From an optimization exercise on the open Yosys and OpenROAD flow, aimed at small area; shortcuts taken in it are not production practice. No functional check of the RTL was part of this run. Power and IR drop assume default switching activity.

### flow/design.v
`timescale 1ns / 1ps
module turn_points_rom(
    input                   clk,
    input                   reset,
    input                   load_raw,
    input [ 1:0]            song,
    input [10:0]            refer_x, refer_y,
    input [ 9:0]            current_block_x, current_block_y,
    input [ 9:0]            x1, y1, x2, y2,
    output reg              fail,
    output                  is_road,
    output [2:0]            debug
    );
    reg                     load;
    wire                    shift_enable;
    reg  [ 8:0]             cnt, cnt_next;
    reg  [21:0]             memory  [0:453];
    reg  [21:0]             memory2 [0:428];
    reg  [21:0]             memory3 [0:186];
    reg  [21:0]             memory4 [0:240];
    wire [21:0]             rd1, rd2, rd3, rd4;
    assign rd1 = (cnt < 9'd454) ? memory [cnt] : 22'd0;
    assign rd2 = (cnt < 9'd429) ? memory2[cnt] : 22'd0;
    assign rd3 = (cnt < 9'd187) ? memory3[cnt] : 22'd0;
    assign rd4 = (cnt < 9'd241) ? memory4[cnt] : 22'd0;
    reg [21:0] turn1, turn2, turn3, turn4, turn5, turn6, turn7, turn8, turn9, 
				turn10, turn11, turn12, turn13, turn14, turn15, turn16, turn17, 
				turn18;
	wire scan_in_turn12, scan_in_turn23, scan_in_turn34, scan_in_turn45, scan_in_turn56, scan_in_turn67, scan_in_turn78, scan_in_turn89, scan_in_turn910, 
				scan_in_turn1011, scan_in_turn1112, scan_in_turn1213, scan_in_turn1314, scan_in_turn1415, scan_in_turn1516, scan_in_turn1617, scan_in_turn1718;
	wire dot1_in_turn12, dot1_in_turn23, dot1_in_turn34, dot1_in_turn45, dot1_in_turn56, dot1_in_turn67, dot1_in_turn78, dot1_in_turn89, dot1_in_turn910, 
				dot1_in_turn1011, dot1_in_turn1112, dot1_in_turn1213, dot1_in_turn1314, dot1_in_turn1415, dot1_in_turn1516, dot1_in_turn1617, dot1_in_turn1718;
	wire dot2_in_turn12, dot2_in_turn23, dot2_in_turn34, dot2_in_turn45, dot2_in_turn56, dot2_in_turn67, dot2_in_turn78, dot2_in_turn89, dot2_in_turn910, 
				dot2_in_turn1011, dot2_in_turn1112, dot2_in_turn1213, dot2_in_turn1314, dot2_in_turn1415, dot2_in_turn1516, dot2_in_turn1617, dot2_in_turn1718;
    assign debug = {shift_enable,load_raw,fail}; 
    assign shift_enable = (turn2[21:11] <= refer_x + 21) & (turn2[10:0] <= refer_y + 16);
    always@(posedge clk) begin
        load <= load_raw;
        if(load) begin  
			case(song)
				2'd0: begin
					turn1 <= memory[16]; turn2 <= memory[15]; turn3 <= memory[14]; 
					turn4 <= memory[13]; turn5 <= memory[12]; turn6 <= memory[11]; 
					turn7 <= memory[10]; turn8 <= memory[ 9]; turn9 <= memory[ 8]; 
					turn10 <= memory[ 7]; turn11 <= memory[ 6]; turn12 <= memory[ 5]; 
					turn13 <= memory[ 4]; turn14 <= memory[ 3]; turn15 <= memory[ 2]; 
					turn16 <= memory[ 1]; turn17 <= memory[ 0]; turn18 <= memory[ 0]; 
				end
				2'd1: begin
					turn1 <= memory2[16]; turn2 <= memory2[15]; turn3 <= memory2[14]; 
					turn4 <= memory2[13]; turn5 <= memory2[12]; turn6 <= memory2[11]; 
					turn7 <= memory2[10]; turn8 <= memory2[ 9]; turn9 <= memory2[ 8]; 
					turn10 <= memory2[ 7]; turn11 <= memory2[ 6]; turn12 <= memory2[ 5]; 
					turn13 <= memory2[ 4]; turn14 <= memory2[ 3]; turn15 <= memory2[ 2]; 
					turn16 <= memory2[ 1]; turn17 <= memory2[ 0]; turn18 <= memory2[ 0]; 
				end
				2'd2: begin
					turn1 <= memory3[16]; turn2 <= memory3[15]; turn3 <= memory3[14]; 
					turn4 <= memory3[13]; turn5 <= memory3[12]; turn6 <= memory3[11]; 
					turn7 <= memory3[10]; turn8 <= memory3[ 9]; turn9 <= memory3[ 8]; 
					turn10 <= memory3[ 7]; turn11 <= memory3[ 6]; turn12 <= memory3[ 5]; 
					turn13 <= memory3[ 4]; turn14 <= memory3[ 3]; turn15 <= memory3[ 2]; 
					turn16 <= memory3[ 1]; turn17 <= memory3[ 0]; turn18 <= memory3[ 0]; 
				end
				2'd3: begin
					turn1 <= memory4[16]; turn2 <= memory4[15]; turn3 <= memory4[14]; 
					turn4 <= memory4[13]; turn5 <= memory4[12]; turn6 <= memory4[11]; 
					turn7 <= memory4[10]; turn8 <= memory4[ 9]; turn9 <= memory4[ 8]; 
					turn10 <= memory4[ 7]; turn11 <= memory4[ 6]; turn12 <= memory4[ 5]; 
					turn13 <= memory4[ 4]; turn14 <= memory4[ 3]; turn15 <= memory4[ 2]; 
					turn16 <= memory4[ 1]; turn17 <= memory4[ 0]; turn18 <= memory4[ 0]; 
				end
			endcase
        end else begin
            if(shift_enable) begin
                case(song)
                    2'd0: turn1 <= rd1;
                    2'd1: turn1 <= rd2;
                    2'd2: turn1 <= rd3;
                    2'd3: turn1 <= rd4;                    
                endcase
				turn2 <= turn1; turn3 <= turn2; turn4 <= turn3; 
				turn5 <= turn4; turn6 <= turn5; turn7 <= turn6; 
				turn8 <= turn7; turn9 <= turn8; turn10 <= turn9; 
				turn11 <= turn10; turn12 <= turn11; turn13 <= turn12; 
				turn14 <= turn13; turn15 <= turn14; turn16 <= turn15; 
				turn17 <= turn16; turn18 <= turn17; 
            end
        end
    end
    always @(posedge clk or posedge reset) begin
        if(reset) begin
            cnt <= 17;
        end else begin 
            cnt <= cnt_next;
        end 
    end
    always@(*)begin
        if(load) begin
            cnt_next = 17;
        end else begin
            if(shift_enable) begin
                cnt_next = cnt + 1;
            end else begin
                cnt_next = cnt;
            end
        end
    end
	assign is_road = (scan_in_turn12 | scan_in_turn23 | scan_in_turn34 | 
		scan_in_turn45 | scan_in_turn56 | scan_in_turn67 | scan_in_turn78 | 
		scan_in_turn89 | scan_in_turn910 | scan_in_turn1011 | scan_in_turn1112 | 
		scan_in_turn1213 | scan_in_turn1314 | scan_in_turn1415 | scan_in_turn1516 | 
		scan_in_turn1617 | scan_in_turn1718);
	assign scan_in_turn12 = 
    (
        turn1[10:0]==turn2[10:0] ? (current_block_x >= turn2[21:11] && current_block_x <= turn1[21:11])
        && current_block_y == turn1[10:0]
        : (current_block_y >= turn2[10:0] && current_block_y <= turn1[10:0])
        && current_block_x == turn1[21:11]
    );
	assign scan_in_turn23 = 
    (
        turn2[10:0]==turn3[10:0] ? (current_block_x >= turn3[21:11] && current_block_x <= turn2[21:11])
        && current_block_y == turn2[10:0]
        : (current_block_y >= turn3[10:0] && current_block_y <= turn2[10:0])
        && current_block_x == turn2[21:11]
    );
	assign scan_in_turn34 = 
    (
        turn3[10:0]==turn4[10:0] ? (current_block_x >= turn4[21:11] && current_block_x <= turn3[21:11])
        && current_block_y == turn3[10:0]
        : (current_block_y >= turn4[10:0] && current_block_y <= turn3[10:0])
        && current_block_x == turn3[21:11]
    );
	assign scan_in_turn45 = 
    (
        turn4[10:0]==turn5[10:0] ? (current_block_x >= turn5[21:11] && current_block_x <= turn4[21:11])
        && current_block_y == turn4[10:0]
        : (current_block_y >= turn5[10:0] && current_block_y <= turn4[10:0])
        && current_block_x == turn4[21:11]
    );
	assign scan_in_turn56 = 
    (
        turn5[10:0]==turn6[10:0] ? (current_block_x >= turn6[21:11] && current_block_x <= turn5[21:11])
        && current_block_y == turn5[10:0]
        : (current_block_y >= turn6[10:0] && current_block_y <= turn5[10:0])
        && current_block_x == turn5[21:11]
    );
	assign scan_in_turn67 = 
    (
        turn6[10:0]==turn7[10:0] ? (current_block_x >= turn7[21:11] && current_block_x <= turn6[21:11])
        && current_block_y == turn6[10:0]
        : (current_block_y >= turn7[10:0] && current_block_y <= turn6[10:0])
        && current_block_x == turn6[21:11]
    );
	assign scan_in_turn78 = 
    (
        turn7[10:0]==turn8[10:0] ? (current_block_x >= turn8[21:11] && current_block_x <= turn7[21:11])
        && current_block_y == turn7[10:0]
        : (current_block_y >= turn8[10:0] && current_block_y <= turn7[10:0])
        && current_block_x == turn7[21:11]
    );
	assign scan_in_turn89 = 
    (
        turn8[10:0]==turn9[10:0] ? (current_block_x >= turn9[21:11] && current_block_x <= turn8[21:11])
        && current_block_y == turn8[10:0]
        : (current_block_y >= turn9[10:0] && current_block_y <= turn8[10:0])
        && current_block_x == turn8[21:11]
    );
	assign scan_in_turn910 = 
    (
        turn9[10:0]==turn10[10:0] ? (current_block_x >= turn10[21:11] && current_block_x <= turn9[21:11])
        && current_block_y == turn9[10:0]
        : (current_block_y >= turn10[10:0] && current_block_y <= turn9[10:0])
        && current_block_x == turn9[21:11]
    );
	assign scan_in_turn1011 = 
    (
        turn10[10:0]==turn11[10:0] ? (current_block_x >= turn11[21:11] && current_block_x <= turn10[21:11])
        && current_block_y == turn10[10:0]
        : (current_block_y >= turn11[10:0] && current_block_y <= turn10[10:0])
        && current_block_x == turn10[21:11]
    );
	assign scan_in_turn1112 = 
    (
        turn11[10:0]==turn12[10:0] ? (current_block_x >= turn12[21:11] && current_block_x <= turn11[21:11])
        && current_block_y == turn11[10:0]
        : (current_block_y >= turn12[10:0] && current_block_y <= turn11[10:0])
        && current_block_x == turn11[21:11]
    );
	assign scan_in_turn1213 = 
    (
        turn12[10:0]==turn13[10:0] ? (current_block_x >= turn13[21:11] && current_block_x <= turn12[21:11])
        && current_block_y == turn12[10:0]
        : (current_block_y >= turn13[10:0] && current_block_y <= turn12[10:0])
        && current_block_x == turn12[21:11]
    );
	assign scan_in_turn1314 = 
    (
        turn13[10:0]==turn14[10:0] ? (current_block_x >= turn14[21:11] && current_block_x <= turn13[21:11])
        && current_block_y == turn13[10:0]
        : (current_block_y >= turn14[10:0] && current_block_y <= turn13[10:0])
        && current_block_x == turn13[21:11]
    );
	assign scan_in_turn1415 = 
    (
        turn14[10:0]==turn15[10:0] ? (current_block_x >= turn15[21:11] && current_block_x <= turn14[21:11])
        && current_block_y == turn14[10:0]
        : (current_block_y >= turn15[10:0] && current_block_y <= turn14[10:0])
        && current_block_x == turn14[21:11]
    );
	assign scan_in_turn1516 = 
    (
        turn15[10:0]==turn16[10:0] ? (current_block_x >= turn16[21:11] && current_block_x <= turn15[21:11])
        && current_block_y == turn15[10:0]
        : (current_block_y >= turn16[10:0] && current_block_y <= turn15[10:0])
        && current_block_x == turn15[21:11]
    );
	assign scan_in_turn1617 = 
    (
        turn16[10:0]==turn17[10:0] ? (current_block_x >= turn17[21:11] && current_block_x <= turn16[21:11])
        && current_block_y == turn16[10:0]
        : (current_block_y >= turn17[10:0] && current_block_y <= turn16[10:0])
        && current_block_x == turn16[21:11]
    );
	assign scan_in_turn1718 = 
    (
        turn17[10:0]==turn18[10:0] ? (current_block_x >= turn18[21:11] && current_block_x <= turn17[21:11])
        && current_block_y == turn17[10:0]
        : (current_block_y >= turn18[10:0] && current_block_y <= turn17[10:0])
        && current_block_x == turn17[21:11]
    );
    always@(posedge clk) begin
     fail = 
        ~(
            (dot1_in_turn12 | dot1_in_turn23 | dot1_in_turn34 | 
            dot1_in_turn45 | dot1_in_turn56 | dot1_in_turn67 | dot1_in_turn78 | 
            dot1_in_turn89 | dot1_in_turn910 | dot1_in_turn1011 | dot1_in_turn1112 | 
            dot1_in_turn1213 | dot1_in_turn1314 | dot1_in_turn1415 | dot1_in_turn1516 | 
            dot1_in_turn1617 | dot1_in_turn1718) | 
            (dot2_in_turn12 | dot2_in_turn23 | dot2_in_turn34 | 
            dot2_in_turn45 | dot2_in_turn56 | dot2_in_turn67 | dot2_in_turn78 | 
            dot2_in_turn89 | dot2_in_turn910 | dot2_in_turn1011 | dot2_in_turn1112 | 
            dot2_in_turn1213 | dot2_in_turn1314 | dot2_in_turn1415 | dot2_in_turn1516 | 
            dot2_in_turn1617 | dot2_in_turn1718) | 
            shift_enable 
        );
    end
    assign dot1_in_turn12 = (x1 >= turn2[21:11] && x1 <= turn1[21:11] && y1 >= turn2[10:0] && y1 <= turn1[10:0]);
    assign dot1_in_turn23 = (x1 >= turn3[21:11] && x1 <= turn2[21:11] && y1 >= turn3[10:0] && y1 <= turn2[10:0]);
    assign dot1_in_turn34 = (x1 >= turn4[21:11] && x1 <= turn3[21:11] && y1 >= turn4[10:0] && y1 <= turn3[10:0]);
    assign dot1_in_turn45 = (x1 >= turn5[21:11] && x1 <= turn4[21:11] && y1 >= turn5[10:0] && y1 <= turn4[10:0]);
    assign dot1_in_turn56 = (x1 >= turn6[21:11] && x1 <= turn5[21:11] && y1 >= turn6[10:0] && y1 <= turn5[10:0]);
    assign dot1_in_turn67 = (x1 >= turn7[21:11] && x1 <= turn6[21:11] && y1 >= turn7[10:0] && y1 <= turn6[10:0]);
    assign dot1_in_turn78 = (x1 >= turn8[21:11] && x1 <= turn7[21:11] && y1 >= turn8[10:0] && y1 <= turn7[10:0]);
    assign dot1_in_turn89 = (x1 >= turn9[21:11] && x1 <= turn8[21:11] && y1 >= turn9[10:0] && y1 <= turn8[10:0]);
    assign dot1_in_turn910 = (x1 >= turn10[21:11] && x1 <= turn9[21:11] && y1 >= turn10[10:0] && y1 <= turn9[10:0]);
    assign dot1_in_turn1011 = (x1 >= turn11[21:11] && x1 <= turn10[21:11] && y1 >= turn11[10:0] && y1 <= turn10[10:0]);
    assign dot1_in_turn1112 = (x1 >= turn12[21:11] && x1 <= turn11[21:11] && y1 >= turn12[10:0] && y1 <= turn11[10:0]);
    assign dot1_in_turn1213 = (x1 >= turn13[21:11] && x1 <= turn12[21:11] && y1 >= turn13[10:0] && y1 <= turn12[10:0]);
    assign dot1_in_turn1314 = (x1 >= turn14[21:11] && x1 <= turn13[21:11] && y1 >= turn14[10:0] && y1 <= turn13[10:0]);
    assign dot1_in_turn1415 = (x1 >= turn15[21:11] && x1 <= turn14[21:11] && y1 >= turn15[10:0] && y1 <= turn14[10:0]);
    assign dot1_in_turn1516 = (x1 >= turn16[21:11] && x1 <= turn15[21:11] && y1 >= turn16[10:0] && y1 <= turn15[10:0]);
    assign dot1_in_turn1617 = (x1 >= turn17[21:11] && x1 <= turn16[21:11] && y1 >= turn17[10:0] && y1 <= turn16[10:0]);
    assign dot1_in_turn1718 = (x1 >= turn18[21:11] && x1 <= turn17[21:11] && y1 >= turn18[10:0] && y1 <= turn17[10:0]);
    assign dot2_in_turn12 = (x2 >= turn2[21:11] && x2 <= turn1[21:11] && y2 >= turn2[10:0] && y2 <= turn1[10:0]);
    assign dot2_in_turn23 = (x2 >= turn3[21:11] && x2 <= turn2[21:11] && y2 >= turn3[10:0] && y2 <= turn2[10:0]);
    assign dot2_in_turn34 = (x2 >= turn4[21:11] && x2 <= turn3[21:11] && y2 >= turn4[10:0] && y2 <= turn3[10:0]);
    assign dot2_in_turn45 = (x2 >= turn5[21:11] && x2 <= turn4[21:11] && y2 >= turn5[10:0] && y2 <= turn4[10:0]);
    assign dot2_in_turn56 = (x2 >= turn6[21:11] && x2 <= turn5[21:11] && y2 >= turn6[10:0] && y2 <= turn5[10:0]);
    assign dot2_in_turn67 = (x2 >= turn7[21:11] && x2 <= turn6[21:11] && y2 >= turn7[10:0] && y2 <= turn6[10:0]);
    assign dot2_in_turn78 = (x2 >= turn8[21:11] && x2 <= turn7[21:11] && y2 >= turn8[10:0] && y2 <= turn7[10:0]);
    assign dot2_in_turn89 = (x2 >= turn9[21:11] && x2 <= turn8[21:11] && y2 >= turn9[10:0] && y2 <= turn8[10:0]);
    assign dot2_in_turn910 = (x2 >= turn10[21:11] && x2 <= turn9[21:11] && y2 >= turn10[10:0] && y2 <= turn9[10:0]);
    assign dot2_in_turn1011 = (x2 >= turn11[21:11] && x2 <= turn10[21:11] && y2 >= turn11[10:0] && y2 <= turn10[10:0]);
    assign dot2_in_turn1112 = (x2 >= turn12[21:11] && x2 <= turn11[21:11] && y2 >= turn12[10:0] && y2 <= turn11[10:0]);
    assign dot2_in_turn1213 = (x2 >= turn13[21:11] && x2 <= turn12[21:11] && y2 >= turn13[10:0] && y2 <= turn12[10:0]);
    assign dot2_in_turn1314 = (x2 >= turn14[21:11] && x2 <= turn13[21:11] && y2 >= turn14[10:0] && y2 <= turn13[10:0]);
    assign dot2_in_turn1415 = (x2 >= turn15[21:11] && x2 <= turn14[21:11] && y2 >= turn15[10:0] && y2 <= turn14[10:0]);
    assign dot2_in_turn1516 = (x2 >= turn16[21:11] && x2 <= turn15[21:11] && y2 >= turn16[10:0] && y2 <= turn15[10:0]);
    assign dot2_in_turn1617 = (x2 >= turn17[21:11] && x2 <= turn16[21:11] && y2 >= turn17[10:0] && y2 <= turn16[10:0]);
    assign dot2_in_turn1718 = (x2 >= turn18[21:11] && x2 <= turn17[21:11] && y2 >= turn18[10:0] && y2 <= turn17[10:0]);
    initial begin
        $readmemh("map_song0.hex", memory);
        $readmemh("map_song1.hex", memory2);
        $readmemh("map_song2.hex", memory3);
        $readmemh("map_song3.hex", memory4);
    end
endmodule
### flow/map_song0.hex
005007
007007
00700f
00b00f
00b017
00f017
00f01f
01101f
011022
012822
012824
014824
014828
016828
01682c
01882c
018830
019830
019832
01a832
01a834
01c834
01c838
01e838
01e83c
01f83c
01f83e
02083e
020840
022840
022844
023844
023846
024846
024848
026848
02684c
02984c
02984e
02b84e
02b852
02c852
02c854
02d854
02d856
02e856
02e858
02f858
02f85a
03085a
03085c
03185c
03185e
03785e
037862
039862
039866
03b866
03b86a
03c86a
03c86c
03d86c
03d86e
03f86e
03f872
041872
041876
043876
04387a
04487a
04487c
04587c
04587e
04787e
047880
048880
048884
04a884
04a888
04c888
04c88a
04d88a
04d88c
04e88c
04e890
050890
050894
052894
052896
053896
053898
054898
0548a4
0568a4
0568a8
0578a8
0578aa
0598aa
0598ac
05a8ac
05a8ae
05b8ae
05b8b0
05c8b0
05c8b4
05e8b4
05e8b8
05f8b8
05f8ba
0618ba
0618bc
0628bc
0628be
0638be
0638c0
0648c0
0648c4
0658c4
0658c6
0678c6
0678c8
0688c8
0688ca
0698ca
0698cc
06a8cc
06a8ce
06b8ce
06b8d0
06c8d0
06c8d4
06e8d4
06e8d8
06f8d8
06f8da
0708da
0708dc
0718dc
0718de
0778de
0778e2
07b8e2
07b8ea
07f8ea
07f8f2
0858f2
0858f6
0898f6
0898fa
08b8fa
08b902
08f902
08f90a
09390a
093916
095916
09591a
09791a
09791e
09991e
099926
09d926
09d92e
0a192e
0a193a
0a393a
0a3942
0a5942
0a5946
0a9946
0a994e
0ad94e
0ad956
0b3956
0b395a
0b595a
0b595e
0b795e
0b7966
0bb966
0bb96e
0bf96e
0bf976
0c3976
0c397a
0c517a
0c517d
0c617d
0c6185
0c8185
0c8187
0c9187
0c918b
0ca18b
0ca18d
0cb18d
0cb18f
0cc18f
0cc191
0ce191
0ce193
0cf193
0cf197
0d0197
0d0199
0d1199
0d119b
0d219b
0d219d
0d419d
0d419f
0d519f
0d51a1
0d61a1
0d61a3
0d71a3
0d71a5
0d81a5
0d81a7
0d91a7
0d91ad
0da1ad
0da1b1
0dc1b1
0dc1b3
0dd1b3
0dd1b5
0de1b5
0de1b7
0df1b7
0df1b9
0e01b9
0e01bb
0e11bb
0e11bd
0e21bd
0e21c9
0e41c9
0e41cd
0e51cd
0e51cf
0e71cf
0e71d1
0e81d1
0e81d3
0e91d3
0e91d5
0ea1d5
0ea1d9
0ec1d9
0ec1dd
0ed1dd
0ed1df
0ef1df
0ef1e1
0f01e1
0f01e3
0f11e3
0f11e5
0f21e5
0f21e9
0f31e9
0f31eb
0f51eb
0f51ed
0f61ed
0f61ef
0f71ef
0f71f1
0f81f1
0f81f3
0f91f3
0f91f5
0fa1f5
0fa1f9
0fc1f9
0fc1fd
0fd1fd
0fd1ff
0fe1ff
0fe201
0ff201
0ff203
105203
105205
106205
106209
107209
10720b
10920b
10920d
10a20d
10a20f
10b20f
10b211
10c211
10c215
10e215
10e219
10f219
10f21b
11021b
11021d
11121d
11121f
11221f
112221
113221
113223
115223
115225
116225
116229
117229
11722b
11822b
11822d
11922d
11922f
11a22f
11a231
11b231
11b233
11d233
11d237
11f237
11f239
120239
12023b
12123b
12123d
12223d
122249
123249
12324b
12524b
12524d
12624d
126251
127251
127253
128253
128255
129255
129257
12b257
12b259
12c259
12c25d
12d25d
12d25f
12e25f
12e261
12f261
12f263
130263
130265
131265
131267
133267
133269
134269
13426d
13526d
13526f
13626f
136271
137271
137273
138273
138275
139275
139277
13b277
13b279
13c279
13c27d
13d27d
13d27f
13e27f
13e281
13f281
13f283
145283
145285
146285
146289
147289
14728b
14928b
14928d
14a28d
14a28f
14b28f
14b291
14c291
14c295
14d295
14d297
14f297
14f299
150299
15029b
15129b
15129d
15229d
15229f
15329f
1532a1
1542a1
1542a5
1552a5
1552a7
1572a7
1572a9
1582a9
1582ab
1592ab
1592ad
15a2ad
15a2af
15b2af
15b2b1
15c2b1
15c2b5
15d2b5
15d2b7
15f2b7
15f2b9
1602b9
1602bb
1612bb
1612bd
1622bd
1622c9
1632c9
1632cb
1662cb
1662cd
1692cd
1692cf
16c2cf
16c2d1
16e2d1
16e2d5
1712d5
1712d7
1732d7
1732db
174adb
174ade
175ade
175ae6
175afa
### flow/map_song1.hex
005007
007007
00700b
00900b
00900f
00b00f
00b013
00d013
00d017
00f017
00f01b
01101b
01101f
01301f
013023
015023
015027
017027
01702b
01902b
01902f
01b02f
01b033
01d033
01d037
01f037
01f03b
02103b
02103f
02303f
023043
025043
025047
027047
027049
028049
02804d
02904d
02904f
02b04f
02b051
02c051
02c055
02d055
02d056
02d856
02d85a
02e85a
02e85c
03085c
03085e
03185e
031862
032862
032864
034864
034866
035866
03586a
03686a
03686c
03886c
03886e
03986e
039872
03a872
03a874
03c874
03c876
03d076
03d077
03f077
03f079
040079
04007d
04107d
04107f
04307f
043081
044081
044083
044883
044884
045884
045885
046085
046089
048089
048091
04a091
04a095
04b095
04b09b
04d09b
04d09f
05109f
0510a3
0530a3
0530a5
0560a5
0560a9
0580a9
0580b1
05a0b1
05a0b5
05b0b5
05b0bb
05d0bb
05d0bf
0610bf
0610c3
0630c3
0630c7
0650c7
0650c9
0660c9
0660cb
0670cb
0670cf
0680cf
0680d1
06a0d1
06a0d5
06b0d5
06b0d7
06c0d7
06c0d9
06d0d9
06d0db
06e0db
06e0dd
0700dd
0700df
0710df
0710e1
0720e1
0720e3
0730e3
0730e5
0740e5
0740e7
0750e7
0750e9
0760e9
0760eb
0770eb
0770ef
0780ef
0780f1
07a0f1
07a0f5
07b0f5
07b0f7
07c0f7
07c0f9
07d0f9
07d0fb
07e0fb
07e0fd
0800fd
0800ff
0810ff
081103
083103
083107
085107
085109
086109
08610b
08710b
08710f
08810f
088111
08a111
08a115
08b115
08b117
08c117
08c119
08d119
08d11b
08e11b
08e11d
09011d
09011f
09111f
091121
092121
092123
093123
093125
094125
094127
095127
095129
096129
09612b
09712b
09712f
09812f
098131
09a131
09a135
09b135
09b137
09c137
09c139
09d139
09d13b
09e13b
09e13d
0a013d
0a013f
0a113f
0a1143
0a3143
0a3147
0a5147
0a5149
0a6149
0a614b
0a714b
0a714f
0a814f
0a8151
0a9151
0a9153
0aa153
0aa155
0ac155
0ac157
0ad157
0ad159
0ae159
0ae15b
0af15b
0af15f
0b015f
0b0161
0b1161
0b1163
0b2163
0b2165
0b4165
0b4167
0b5167
0b5169
0b6169
0b616b
0b716b
0b716f
0b816f
0b8171
0b9171
0b9173
0ba173
0ba175
0bc175
0bc177
0bd177
0bd179
0be179
0be17b
0bf17b
0bf17f
0c017f
0c0181
0c1181
0c1183
0c2183
0c2185
0c4185
0c4187
0c5187
0c5189
0c6189
0c618b
0c718b
0c718f
0c818f
0c8191
0c9191
0c9193
0ca193
0ca195
0cc195
0cc197
0cd197
0cd199
0ce199
0ce19b
0cf19b
0cf19f
0d019f
0d01a1
0d11a1
0d11a3
0d21a3
0d21a5
0d41a5
0d41a7
0d51a7
0d51a9
0d61a9
0d61ab
0d71ab
0d71af
0d81af
0d81b1
0d91b1
0d91b3
0da1b3
0da1b5
0dc1b5
0dc1b7
0dd1b7
0dd1b9
0de1b9
0de1bb
0df1bb
0df1bf
0e01bf
0e01c1
0e11c1
0e11c3
0e21c3
0e21c5
0e61c5
0e61cd
0ea1cd
0ea1d5
0ee1d5
0ee1dd
0f21dd
0f21e5
0f61e5
0f61ed
0fa1ed
0fa1f5
0fe1f5
0fe1fd
1021fd
1021ff
1031ff
103201
104201
104205
105205
105207
106207
106209
107209
10720b
10920b
10920d
10a20d
10a20f
10b20f
10b211
10c211
10c215
10d215
10d217
10e217
10e219
10f219
10f21b
11121b
11121d
11221d
11221f
11321f
113221
114221
114225
115225
115227
116227
116229
117229
11722b
11922b
11922d
11a22d
11a22f
11b22f
11b231
11c231
11c235
11d235
11d237
11e237
11e239
11f239
11f23b
12123b
12123d
12223d
12223f
12323f
123241
124241
124249
125a49
125a4c
126a4c
126a4f
12824f
128251
129a51
129a54
12aa54
12aa57
12c257
12c259
12da59
12da5c
12ea5c
12ea5f
13025f
130261
131a61
131a64
132a64
132a67
134267
134269
138269
142269
### flow/map_song2.hex
005007
009007
00900f
00d00f
00d011
00e011
00e015
010015
010019
014019
014021
015021
015023
017023
017025
018025
018027
019027
01902b
01b02b
01b03b
01e03b
01e041
020041
020045
026045
02604b
02904b
02904f
03104f
031055
034055
034059
036059
036065
039065
03906b
03b06b
03b07b
03f07b
03f07d
04007d
040081
044081
044083
045083
045087
049087
049089
04a089
04a08b
04b08b
04b095
04c095
04c097
04d097
04d09b
04f09b
04f09d
05009d
0500a1
0520a1
0520a3
0530a3
0530a5
0550a5
0550a7
05a0a7
05a0a9
05c0a9
05c0b1
05d0b1
05d0b3
05e0b3
05e0b5
0640b5
0640b7
0650b7
0650c3
0670c3
0670c5
06a0c5
06a0c7
06b0c7
06b0cb
06d0cb
06d0cd
06e0cd
06e0d1
06f0d1
06f0d3
0740d3
0740d5
0760d5
0760d9
07a0d9
07a0dd
07b0dd
07b0df
07c0df
07c0e1
07e0e1
07e0e5
0820e5
0820ed
0840ed
0840f1
0850f1
0850f3
0870f3
0870f7
0890f7
0890f9
08a0f9
08a0fd
08c0fd
08c101
08d101
08d103
08f103
08f107
091107
091109
092109
09210d
09410d
094111
095111
095113
097113
097117
099117
099119
09a119
09a11d
09d11d
09d123
09f123
09f12b
0a012b
0a012d
0a212d
0a2131
0a3131
0a3133
0a4133
0a4135
0a6135
0a6139
0a8139
0a813b
0a913b
0a913f
0ab13f
0ab141
0ac141
0ac143
0ad143
0ad147
0af147
0af14b
0b014b
0b014d
0b214d
0b2151
0b3151
0b3153
0b4153
0b4155
0b6155
0b6159
0b8159
0b815b
0b915b
0b915f
0bc15f
0bc165
0be165
0be16d
0bf16d
0bf16f
0c116f
0c117f
0c917f
0c918f
0d518f
0df18f
### flow/map_song3.hex
005007
007007
00700f
00b00f
00b011
00b811
00b814
00c814
00c81c
00e81c
00e820
012820
012828
016828
016830
01a830
01a832
01b032
01b035
01c035
01c03d
01e03d
01e041
01f041
01f043
020043
020045
023845
02384e
02584e
025852
026852
026854
028854
028858
02a858
02a85a
02b85a
02b85e
02d85e
02d862
02e862
02e864
02f864
02f866
031866
031868
032868
03286c
03486c
03486d
03606d
03606e
03786e
03786f
03906f
039073
039873
039876
03a076
03a079
03a879
03a87c
03c87c
03c87d
03e07d
03e07e
03f87e
03f87f
04107f
041080
042880
042881
044081
044082
045882
045886
047886
047887
049087
049088
04a888
04a889
04c089
04c08d
04c88d
04c890
04d090
04d093
051093
051095
052095
052097
053097
053098
054898
054899
056099
05609a
05789a
05789b
05909b
0590a3
05a0a3
05a0a5
05b0a5
05b0a7
05b8a7
05b8aa
05c0aa
05c0ad
05c8ad
05c8b0
05d0b0
05d0b3
0650b3
0650b7
0670b7
0670bb
0690bb
0690bf
06b0bf
06b0c3
06d0c3
06d0cb
06f0cb
06f0cf
0710cf
0710d3
0730d3
0730d7
0770d7
0770db
0790db
0790dd
07a0dd
07a0e1
07c0e1
07c0e3
07d0e3
07d0eb
07f0eb
07f0ef
0810ef
0810f3
0830f3
0830f7
0840f7
0840f9
0860f9
0860fd
0880fd
088101
08a101
08a10d
08c10d
08c10e
08d90e
08d90f
08f10f
08f110
090910
090914
091114
091117
091917
09191a
09211a
09211d
09411d
09411e
09591e
09591f
09711f
097120
098920
098921
09a121
09a122
09b922
09b923
09d123
09d12b
09d92b
09d92e
09e12e
09e131
09e931
09e934
0a0934
0a0935
0a2135
0a2136
0a3936
0a393e
0a493e
0a4940
0a5940
0a5942
0a6142
0a6145
0a6945
0a6948
0a7148
0a714b
0a794b
0a794e
0ab94e
0ab950
0ac950
0ac952
0ad952
0ad953
0af153
0af154
0b0954
0b0955
0b2155
0b2156
0b3956
0b395e
0b495e
0b4960
0b5960
0b5962
0b6162
0b6165
0b6965
0b6968
0b7168
0b716b
0b796b
0b796e
0bb96e
0bb972
0bd972
0bd976
0bf976
0bf97a
0d397a
0dd97a
### flow/run.sh
#!/bin/bash
# synth_recipe.tcl (not shown) runs the flow's synth.tcl, then flattens the netlist and writes it again
# the make line also repeats each setting of config.mk as NAME=value (left out here)
make -C /OpenROAD-flow-scripts/flow DESIGN_CONFIG=/design/flow/config.mk WORK_HOME=/design/flow/orfs CLKGATE_MAP_FILE= SYNTH_SCRIPT=/design/flow/synth_recipe.tcl finish
### flow/config.mk
export PLATFORM = sky130hd
export DESIGN_NAME = turn_points_rom
export DESIGN_NICKNAME = turn_points_rom
export VERILOG_FILES = /design/flow/design.v
export SDC_FILE = /design/flow/constraint.sdc
export NUM_CORES = 8
export LEC_CHECK = 0
export CAP_MARGIN = 20
export CORE_MARGIN = 2
export CORE_UTILIZATION = 40
export SLEW_MARGIN = 20
export SYNTH_MEMORY_MAX_BITS = 16384
### flow/constraint.sdc
create_clock -name core_clock -period 10.0 [get_ports {clk}]
set_input_delay 2.0000 -clock core_clock [delete_from_list [all_inputs] [get_ports {clk}]]
set_output_delay 2.0000 -clock core_clock [all_outputs]
set_load 0.01 [all_outputs]
==> qor.txt <==
==============================================================================
Number of different library cells in the post-synthesis netlist             98
Total Neg Setup Slack                                                     0 ps
Number of buffers added for setup after CTS                                  0
Detail Route Antenna Nets                                                    0
Worst skew pair latency                                                 640 ps
Cell area after synthesis                                           52,970 um2
Reg-to-reg slack, setup                                                4330 ps
WL/cell                                                               30.34 um
DRC violation total after the first TritonRoute iteration                7,141
Cell type with the highest aggregate area in the netlist          sky130_fd_sc_hd__ha_1
Share of the clock period used by the worst path                        86.68%
Die Footprint                                                      135,400 um2
Area overhead of the layout relative to synthesis                       8.841%
Proportion of netlist area held by the largest area contributor         26.95%
Wire length of the first global-routing pass                        360,800 um
Post-Synthesis Net Count                                                 7,684
Avg Vias per Cell                                                        6.711
Cell chain of the critical path                                   clkdlybuf4s50_1 -> buf_4 -> ha_1 -> and3_1 -> a221oi_1 -> a21oi_1 -> nor3_1 -> a31oi_1 -> o2111ai_1 -> nor4_1 -> nand3_1 -> clkdlybuf4s50_1
Worst path setup slack after routing                                   1332 ps
Worst min-delay path endpoint                                        turn4[13]
Crit-path max cell delay                                               1170 ps
CP Buf/Inv Count                                                             3
Deepest clock path buffer count                                              3
Site row count                                                             133
Share of synthesized registers carrying an async set or reset           2.426%
Syn Inst Count                                                           6,456
Number of warnings issued by yosys                                           1
Worst-path fanout max                                                       10
Starting density of the core                                            40.30%
First-pass DRT Iterations                                                   10
Cts hold-fix bufs                                                            0
Layout Skew                                                           27.62 ps
Average footprint of a synthesized cell                              8.205 um2
CTS H-Tree Depth                                                             2
Launch point of the worst hold path                                  turn3[13]
Crit path kind                                                       in -> out
Number of clock sinks                                                      371
Routability congestion estimate from global placement                    1.040
Count of pins over their slew limit                                          0
TritonCTS clock tree                                                     built
Core region area                                                   131,500 um2
Achievable clock frequency                                           115.4 MHz
DRC viols                                                                    0
Req. time, crit path                                                   8000 ps
Fraction of final layout cells sized beyond drive strength 1            5.706%
Lkg Pwr                                                               24.01 nW
FILL cells                                                              13,150
Routed vias                                                             55,310
FF-to-FF End                                                         turn1[12]
Instance area at placement                                          56,070 um2
Count of endpoints failing setup in the final report                         0
Pin count of the biggest net entering global routing                       144
Die span in x                                                         367.9 um
Number of global-route vias before repair                               53,410
Clock Pin Slew Worst Setup and Hold Paths                                60 ps
Category of the worst setup path launch point                        input pin
Count of nets after finishing                                            7,674
Share of synthesized area occupied by flip-flops and latches            20.91%
IO Count                                                                    92
Hold Violations, Final                                                       0
Cell family with most CP delay                                    buffers and inverters
Minimum period implied by the final worst setup slack                  8668 ps
Clock root buffer                                                 sky130_fd_sc_hd__clkbuf_16
Max-capacitance violation count                                              0
Number of enable flip-flop cells after synthesis                           360
Most numerous cell on the critical path                           sky130_fd_sc_hd__clkdlybuf4s50_1
Run status                                            timing/DRC/antenna clean
Flip-flop cell with the highest count after synthesis             sky130_fd_sc_hd__edfxtp_1
Reg-to-Reg Start                                                        cnt[1]
Power per cell area                                               180.1 nW/um2
Number of cells on the worst reg-to-reg path                                12
Transition time at the pin with the least slew margin                  1226 ps
WHS Path Cells                                                               1
Number of resized instances in the post-cts repair step                      0
Worst Setup End Kind                                                output pin
RSZ-0062 raised after global routing                                        no
Count of buffers inserted at the top-level ports                            91
Arrival time worst endpoint                                            6670 ps
Overflow left after global routing                                           0
Slowest stage cell on the critical path                           sky130_fd_sc_hd__clkdlybuf4s50_1
Peak supply drop                                                     0.1707 mV
GRT Overall Usage                                                       35.62%
Sum of routed wire length over all layers                           250,100 um
Half-perimeter wire length after detailed placement                 178,200 um
Antenna violations before repair                                             9
Post-route standard cell area excluding fillers                     57,660 um2
Slew margin rel.                                                        17.49%
Pre-CTS worst setup slack                                              1518 ps
Inserted Clock Buffers                                                      46
Top cells by area in the synthesized netlist                      sky130_fd_sc_hd__ha_1, sky130_fd_sc_hd__edfxtp_1, sky130_fd_sc_hd__a21oi_1
Flops & latches, synth                                                     371
Chip Height                                                           367.9 um
Type of the tightest min-delay check                                reg -> reg
Core occupancy in the finished layout                                   43.86%
==============================================================================
[placed cells by master, fill, tap and decap left out, types with 30 or more instances in the layout]
cell and count:
sky130_fd_sc_hd__ha_1 1141, sky130_fd_sc_hd__a21oi_1 547, sky130_fd_sc_hd__o21ai_0 544, sky130_fd_sc_hd__nor2_1 506
sky130_fd_sc_hd__inv_1 448, sky130_fd_sc_hd__nand2_1 386, sky130_fd_sc_hd__edfxtp_1 360, sky130_fd_sc_hd__nand3_1 233
sky130_fd_sc_hd__nand4_1 161, sky130_fd_sc_hd__buf_4 149, sky130_fd_sc_hd__nor3_1 138, sky130_fd_sc_hd__a211oi_1 135
sky130_fd_sc_hd__a21o_1 113, sky130_fd_sc_hd__xnor2_1 106, sky130_fd_sc_hd__clkdlybuf4s50_1 91, sky130_fd_sc_hd__xor2_1 87
sky130_fd_sc_hd__nor2b_1 81, sky130_fd_sc_hd__nand2b_1 81, sky130_fd_sc_hd__o211ai_1 72, sky130_fd_sc_hd__or2_2 66
sky130_fd_sc_hd__a31oi_1 65, sky130_fd_sc_hd__o22ai_1 63, sky130_fd_sc_hd__o21a_1 61, sky130_fd_sc_hd__clkbuf_16 49
sky130_fd_sc_hd__a221oi_1 47, sky130_fd_sc_hd__a2111oi_0 47, sky130_fd_sc_hd__nor4_1 47, sky130_fd_sc_hd__nand3b_1 45
sky130_fd_sc_hd__and3_1 42, sky130_fd_sc_hd__o221ai_1 42, sky130_fd_sc_hd__a311oi_1 39, sky130_fd_sc_hd__a211o_1 33
sky130_fd_sc_hd__or3_1 30
[final cells by class]
cell class,instances,area (um2),area share [%]
diodes,3,7.507,0.01302
clock buffers,53,1241,2.153
clock inverters,33,337.8,0.5859
inverters,455,1708,2.962
multi-input cells,5325,38910,67.48
flip-flops and latches,371,11110,19.26
well taps,1755,2196,3.809
repair buffers,247,2155,3.737
[sequential cells by signal, indices dropped and copies added (netlist names), 20 cells and up]
| signal | flops |
|---|---|
| turn1 | 20 |
| turn10 | 20 |
| turn11 | 20 |
| turn12 | 20 |
| turn13 | 20 |
| turn14 | 20 |
| turn15 | 20 |
| turn16 | 20 |
| turn17 | 20 |
| turn18 | 20 |
| turn2 | 20 |
| turn3 | 20 |
| turn4 | 20 |
| turn5 | 20 |
| turn6 | 20 |
| turn7 | 20 |
| turn8 | 20 |
| turn9 | 20 |
[worst reg2reg max path: cells and delay by family, from the launching register on]
family | cells | cell delay [ps]
buf+inv | 3 | 1360
flops | 1 | 320
simple gates | 2 | 300
fa+ha+maj | 2 | 1370
mux | 1 | 170
compound gates | 4 | 1770
[metrics by stage]
| stage | total power, mW | hold slack [ps] | cells |
|---|---|---|---|
| after global routing | 10.96 | 553.2 | 8239 |
| after detailed placement | 8.342 | 520.3 | 8152 |
| final | 10.39 | 534.5 | 8242 |
| after global placement | 8.246 | 519.9 | 8152 |
| after CTS | 10.17 | 538.3 | 8238 |
| after floorplan | 6.193 | 507.3 | 6456 |
[worst max path at each step]
| stage | startpoint | end | slack [ps] | depth (start not counted) |
|---|---|---|---|---|
| CTS | current_block_x[9] | is_road | 1520 | 12 |
| floorplan | refer_x[1] | turn10[0] | 1390 | 11 |
| global placement | current_block_y[2] | is_road | 1510 | 12 |
| detailed placement | current_block_x[9] | is_road | 1520 | 12 |
| finish | current_block_x[9] | is_road | 1330 | 12 |
| global route | current_block_y[2] | is_road | 1320 | 12 |
[Yosys cell counts, types with 33 or more instances]
library cell                number
sky130_fd_sc_hd__nand4_1       161
sky130_fd_sc_hd__nand2b_1       82
sky130_fd_sc_hd__nor4_1         48
sky130_fd_sc_hd__a21o_1        113
sky130_fd_sc_hd__o221ai_1       42
sky130_fd_sc_hd__o22ai_1        63
sky130_fd_sc_hd__a31oi_1        65
sky130_fd_sc_hd__nand2_1       386
sky130_fd_sc_hd__nor2b_1        83
sky130_fd_sc_hd__xor2_1         87
sky130_fd_sc_hd__a311oi_1       39
sky130_fd_sc_hd__nor2_1        514
sky130_fd_sc_hd__a221oi_1       47
sky130_fd_sc_hd__nand3_1       233
sky130_fd_sc_hd__inv_1         449
sky130_fd_sc_hd__edfxtp_1      360
sky130_fd_sc_hd__clkbuf_1      146
sky130_fd_sc_hd__a2111oi_0      48
sky130_fd_sc_hd__nor3_1        139
sky130_fd_sc_hd__buf_1          35
sky130_fd_sc_hd__xnor2_1       106
sky130_fd_sc_hd__and3_1         42
sky130_fd_sc_hd__ha_1         1141
sky130_fd_sc_hd__a21oi_1       547
sky130_fd_sc_hd__o211ai_1       72
sky130_fd_sc_hd__a211oi_1      135
sky130_fd_sc_hd__a211o_1        33
sky130_fd_sc_hd__nand3b_1       45
sky130_fd_sc_hd__buf_2         113
sky130_fd_sc_hd__o21ai_0       544
sky130_fd_sc_hd__or2_2          66
sky130_fd_sc_hd__o21a_1         61
[cell families after synthesis]
group	synth area share [%]
AO/OA/AOI/OAI	24.71
XOR/XNOR	3.191
adder cells (fa/ha/maj)	26.95
buffers and inverters	5.744
flip-flops	20.91
multiplexers	0.8290
AND/OR/NAND/NOR	17.67
[routing by layer]
metal	share of wire, %	vias up	GRT usage [%]	wire length, um
met3	9.5	1096	6.391	23710
li1	-	24490	-	-
met2	43	3497	55.95	108000
met5	0.022	-	0	54
met1	38	26220	42.93	94150
met4	9.6	8	28.09	24100
[report_power, final]
group          internal (mW)  leakage (nW)  switching [mW]
Clock                   1.05         0.756           0.771
Combinational           2.10          19.1            4.05
Sequential              2.07          4.15           0.344

what the ideal ports hide:
No port has a modelled driver above. Below, the same layout with a new extraction and two added sets of constraints.
Step 1 (the two cells are an assumption about what drives the block):
set clk [get_ports {clk}]
set_driving_cell -lib_cell sky130_fd_sc_hd__clkbuf_16 $clk
set_driving_cell -lib_cell sky130_fd_sc_hd__buf_2 [delete_from_list [all_inputs] $clk]
Step 2 moves the port delays by t, midway between the first and last clock arrival at a register: inputs arrive t later, outputs are due t later. That takes back most of the time a late clock gives input paths.
Slacks: ideal / step 1 / step 2; pairs: ideal / step 1.
shift t [ns]: 0.697
slack for setup (ns): 1.332 / 1.303 / 1.303
worst register clock-pin slew, ns: 0.07 / 0.07
cell pins on the clock port's net: 1
After both steps setup and hold are still met in this run. The setup slack of this run moves by -0.029 ns with the drivers and by -0.029 ns with both steps.
